From an optimization exercise on the open Yosys and OpenROAD flow, aimed at small area, a short achievable clock period and few clock cycles per item; shortcuts taken in it are not production practice.
RTL that was checked went through simulation tests only; none was proved equivalent to the original.
Power figures rest on the tool's default switching activity, not on a simulated workload.

## run a
==> module mips_div64, before the edit <==
module mips_div64(
  input  logic         clk,
  input  logic         reset,
  input  logic [63:0]  srcA,
  input  logic [63:0]  srcB,
  input  logic [4:0]   rob_ptr_in,
  input  logic [1:0]   hilo_prf_ptr_in,
  input  logic         is_signed_div,
  input  logic         start_div,
  output logic [127:0] y,
  output logic [4:0]   rob_ptr_out,
  output logic [1:0]   hilo_prf_ptr_out,
  output logic         ready,
  output logic         complete
);
   localparam integer LG_G = 2;
   localparam integer G = 1 << LG_G;
   localparam integer DW = 66 + G - 1;
   localparam logic [1:0] IDLE = 2'd0, SETUP = 2'd1, ITER = 2'd2, DONE = 2'd3;
   logic [1:0]    r_state;
   logic [64:0]   r_R;        
   logic [DW-1:0] r_D;        
   logic [63:0]   r_Q;        
   logic [6:0]    r_lsA, r_lsB;
   logic [5:0]    r_cnt;
   logic          r_negA, r_qneg, r_inv, r_bz;
   logic [4:0]    r_rob;
   logic [1:0]    r_hilo;
   function automatic logic [6:0] clz64(input logic [63:0] x);
      logic [31:0] z1, c1;
      logic [15:0] z2; logic [31:0] c2;
      logic [7:0]  z3; logic [23:0] c3;
      logic [3:0]  z4; logic [15:0] c4;
      logic [1:0]  z5; logic [9:0]  c5;
      logic        z6; logic [5:0]  c6;
      for (int i = 0; i < 32; i++) begin
         z1[i] = ~(x[2*i+1] | x[2*i]);
         c1[i] = ~x[2*i+1];
      end
      for (int i = 0; i < 16; i++) begin
         z2[i] = z1[2*i+1] & z1[2*i];
         c2[2*i +: 2] = z1[2*i+1] ? {1'b1, c1[2*i]} : {1'b0, c1[2*i+1]};
      end
      for (int i = 0; i < 8; i++) begin
         z3[i] = z2[2*i+1] & z2[2*i];
         c3[3*i +: 3] = z2[2*i+1] ? {1'b1, c2[4*i +: 2]} : {1'b0, c2[4*i+2 +: 2]};
      end
      for (int i = 0; i < 4; i++) begin
         z4[i] = z3[2*i+1] & z3[2*i];
         c4[4*i +: 4] = z3[2*i+1] ? {1'b1, c3[6*i +: 3]} : {1'b0, c3[6*i+3 +: 3]};
      end
      for (int i = 0; i < 2; i++) begin
         z5[i] = z4[2*i+1] & z4[2*i];
         c5[5*i +: 5] = z4[2*i+1] ? {1'b1, c4[8*i +: 4]} : {1'b0, c4[8*i+4 +: 4]};
      end
      z6 = z5[1] & z5[0];
      c6 = z5[1] ? {1'b1, c5[4:0]} : {1'b0, c5[9:5]};
      clz64 = z6 ? 7'd64 : {1'b0, c6};
   endfunction
   logic       sA, sB, qn, bz;
   logic [6:0] lsB;
   assign sA  = is_signed_div & srcA[63];
   assign sB  = is_signed_div & srcB[63];
   assign qn  = sA ^ sB;
   assign bz  = ~|srcB;
   assign lsB = clz64(srcB ^ {64{sB}});
   logic [7:0]    k;
   logic          exit_now;
   logic [DW-1:0] d_lv [LG_G:6];
   logic          fill;
   assign k        = {1'b0, r_lsB} - {1'b0, r_lsA} + {7'd0, r_negA};
   assign exit_now = r_bz | k[7];
   assign fill     = ~r_qneg;
   assign d_lv[LG_G] = {r_D[DW-G:0], {(G-1){fill}}};
   for (genvar l = LG_G; l < 6; l++) begin : g_sh
      assign d_lv[l+1] = k[l] ? {d_lv[l][DW-1-(1<<l):0], {(1<<l){fill}}} : d_lv[l];
   end
   logic [DW-1:0] xs, sum;
   logic          cin, zero, acc;
   assign xs  = {{(DW-65){r_R[64]}}, r_R};
   assign cin = ~r_qneg;
   sk_add #(.W(DW)) u_add (.a(xs), .b(r_D), .cin(cin), .s(sum));
   logic [DW-1:0] zt;
   assign zt   = (xs ^ r_D) ^ {(xs[DW-2:0] | r_D[DW-2:0]), cin};
   assign zero = ~|zt;
   assign acc  = r_negA ? (sum[DW-1] | zero) : ~sum[DW-1];
   logic start, inv_n;
   assign start = (r_state == IDLE) & start_div;
   assign inv_n = r_qneg & acc;
   always_ff @(posedge clk) begin
      if (reset) begin
         r_state <= IDLE;
      end else begin
         case (r_state)
           IDLE:  if (start_div) r_state <= SETUP;
           SETUP: r_state <= exit_now ? IDLE : ITER;
           ITER:  if (r_cnt == 6'd0) r_state <= DONE;
           DONE:  r_state <= IDLE;
         endcase
      end
   end
   always_ff @(posedge clk) begin
      if (start) begin
         r_lsA  <= clz64(srcA ^ {64{sA}});
         r_lsB  <= lsB[6] ? 7'd63 : lsB;
         r_negA <= sA;
         r_qneg <= qn;
         r_bz   <= bz;
         r_rob  <= rob_ptr_in;
         r_hilo <= hilo_prf_ptr_in;
      end
      if (start)
        r_R <= {sA, srcA};
      else if (((r_state == SETUP) & r_qneg | (r_state == ITER)) & acc)
        r_R <= sum[64:0];
      if (r_state == SETUP) begin
         r_inv <= inv_n;
         r_cnt <= k[5:0] | (G - 1);
      end else begin
         r_cnt <= r_cnt - 6'd1;
      end
   end
   always_ff @(posedge clk) begin
      if (start)
        r_D <= {{(DW-64){sB}}, srcB} ^ {DW{~qn}};
      else if (r_state == SETUP)
        r_D <= d_lv[6];
      else
        r_D <= {r_D[DW-1], r_D[DW-1:1]};
      if (start)
        r_Q <= bz ? (qn ? 64'd1 : '1) : '0;
      else if (r_state == SETUP)
        r_Q <= {64{inv_n}};
      else
        r_Q <= {r_Q[62:0], acc ^ r_inv};
   end
   assign complete         = (r_state == DONE) | ((r_state == SETUP) & exit_now);
   assign ready            = (r_state == IDLE) & ~start_div;
   assign y                = {r_R[63:0], r_Q};
   assign rob_ptr_out      = r_rob;
   assign hilo_prf_ptr_out = r_hilo;
endmodule
==> module sk_add, before the edit <==
module sk_add #(parameter integer W = 8)
  (input logic [W-1:0] a, input logic [W-1:0] b, input logic cin,
   output logic [W-1:0] s);
   localparam integer N = W + 1;            
   localparam integer L = (N > 128) ? 8 : (N > 64) ? 7 : (N > 32) ? 6 : (N > 16) ? 5 :
                          (N > 8) ? 4 : (N > 4) ? 3 : (N > 2) ? 2 : 1;
   logic [N-1:0] g [0:L];
   logic [N-1:0] p [0:L];
   assign g[0] = {a & b, cin};
   assign p[0] = {a ^ b, 1'b0};
   for (genvar l = 0; l < L; l++) begin : g_lv
      for (genvar i = 0; i < N; i++) begin : g_b
         if ((i >> l) & 1) begin : g_n
            localparam integer J = ((i >> l) << l) - 1;
            assign g[l+1][i] = g[l][i] | (p[l][i] & g[l][J]);
            assign p[l+1][i] = p[l][i] & p[l][J];
         end else begin : g_c
            assign g[l+1][i] = g[l][i];
            assign p[l+1][i] = p[l][i];
         end
      end
   end
   assign s = (a ^ b) ^ g[L][W-1:0];
endmodule
make LEC_CHECK=0 CAP_MARGIN=20 CORE_MARGIN=2 CORE_UTILIZATION=40 SLEW_MARGIN=20 finish   # period 4.0 ns
run.sh (not shown) runs the stock make flow with config.mk's settings and CLKGATE_MAP_FILE= SYNTH_SCRIPT=/design/flow/synth_recipe.tcl, a recipe that flattens the netlist after the stock synthesis.
Testbench counts of run a, summed over its fixed seeds: cycles 34,505, items 2,400.
--- input diff run a..run b ---
--- a/flow/design.v
+++ b/flow/design.v
@@ -76,13 +76,13 @@
       assign d_lv[l+1] = k[l] ? {d_lv[l][DW-1-(1<<l):0], {(1<<l){fill}}} : d_lv[l];
    end
    logic [DW-1:0] xs, sum;
    logic          cin, zero, acc;
    assign xs  = {{(DW-65){r_R[64]}}, r_R};
    assign cin = ~r_qneg;
-   sk_add #(.W(DW)) u_add (.a(xs), .b(r_D), .cin(cin), .s(sum));
+   assign sum = xs + r_D + {{(DW-1){1'b0}}, cin};
    logic [DW-1:0] zt;
    assign zt   = (xs ^ r_D) ^ {(xs[DW-2:0] | r_D[DW-2:0]), cin};
    assign zero = ~|zt;
    assign acc  = r_negA ? (sum[DW-1] | zero) : ~sum[DW-1];
    logic start, inv_n;
    assign start = (r_state == IDLE) & start_div;
@@ -137,30 +137,6 @@
    assign complete         = (r_state == DONE) | ((r_state == SETUP) & exit_now);
    assign ready            = (r_state == IDLE) & ~start_div;
    assign y                = {r_R[63:0], r_Q};
    assign rob_ptr_out      = r_rob;
    assign hilo_prf_ptr_out = r_hilo;
 endmodule
-module sk_add #(parameter integer W = 8)
-  (input logic [W-1:0] a, input logic [W-1:0] b, input logic cin,
-   output logic [W-1:0] s);
-   localparam integer N = W + 1;            
-   localparam integer L = (N > 128) ? 8 : (N > 64) ? 7 : (N > 32) ? 6 : (N > 16) ? 5 :
-                          (N > 8) ? 4 : (N > 4) ? 3 : (N > 2) ? 2 : 1;
-   logic [N-1:0] g [0:L];
-   logic [N-1:0] p [0:L];
-   assign g[0] = {a & b, cin};
-   assign p[0] = {a ^ b, 1'b0};
-   for (genvar l = 0; l < L; l++) begin : g_lv
-      for (genvar i = 0; i < N; i++) begin : g_b
-         if ((i >> l) & 1) begin : g_n
-            localparam integer J = ((i >> l) << l) - 1;
-            assign g[l+1][i] = g[l][i] | (p[l][i] & g[l][J]);
-            assign p[l+1][i] = p[l][i] & p[l][J];
-         end else begin : g_c
-            assign g[l+1][i] = g[l][i];
-            assign p[l+1][i] = p[l][i];
-         end
-      end
-   end
-   assign s = (a ^ b) ^ g[L][W-1:0];
-endmodule
==> comparison <==
Run b: complete, dirty (negative setup slack)
When the final numbers for run a and run b were put side by side, the clock period minus worst slack turned out to be smaller in run a.
In the metrics for run a and run b, the one carrying the higher wire length is run b.
Run b ends up with a combinational gate power that is 33% higher than in run a.
Compared with run a, run b degrades setup slack.
Looking at area after synthesis across both flows, run b is the weaker of the two, with run a ahead.
Run b ended with less measured slew at the worst slew-check pin than run a.
NOTE clock-buffer cell count run a->run b decreased by more than 10%
Total power consumption of the routed design delta (run b − run a): unfavourable
Re proportion of final cell area spent on non-clock buffers: run a and run b aren't equal, and the lower value belongs to run a.
Compared with run a, run b shows a lower clock network fraction of total power.
Run b: critical path depth is 4 higher than what run a reported.
Function not checked in run b: the RTL went through the layout flow alone.

==> port drivers added, routing unchanged <==
No port has a modelled driver above. Below, the same layouts with a new extraction and two added sets of constraints. Step 1 sets driving cells, clkbuf_16 on the clock port and buf_2 on the other inputs (assumed; they add their load-dependent delay and slew). Step 2 adds t to the input delays and takes it off the output delays; t is the mean of the earliest and latest rising clock arrival at the registers after step 1. Input paths then give back, and output paths get back, about the clock's delay inside the block. Slacks: ideal ports / drivers / drivers and shift; pairs: ideal ports / drivers.
run | t, ns | slack for setup (ns) | worst setup path after step 2
run a | 0.649 | 0.117 / 0.060 / 0.013 | input to register
run b | 0.644 | -0.009 / -0.009 / -0.187 | input to register
The setup slack of run b, which loses most, moves by 0.000 ns with the drivers and by -0.178 ns with both steps.
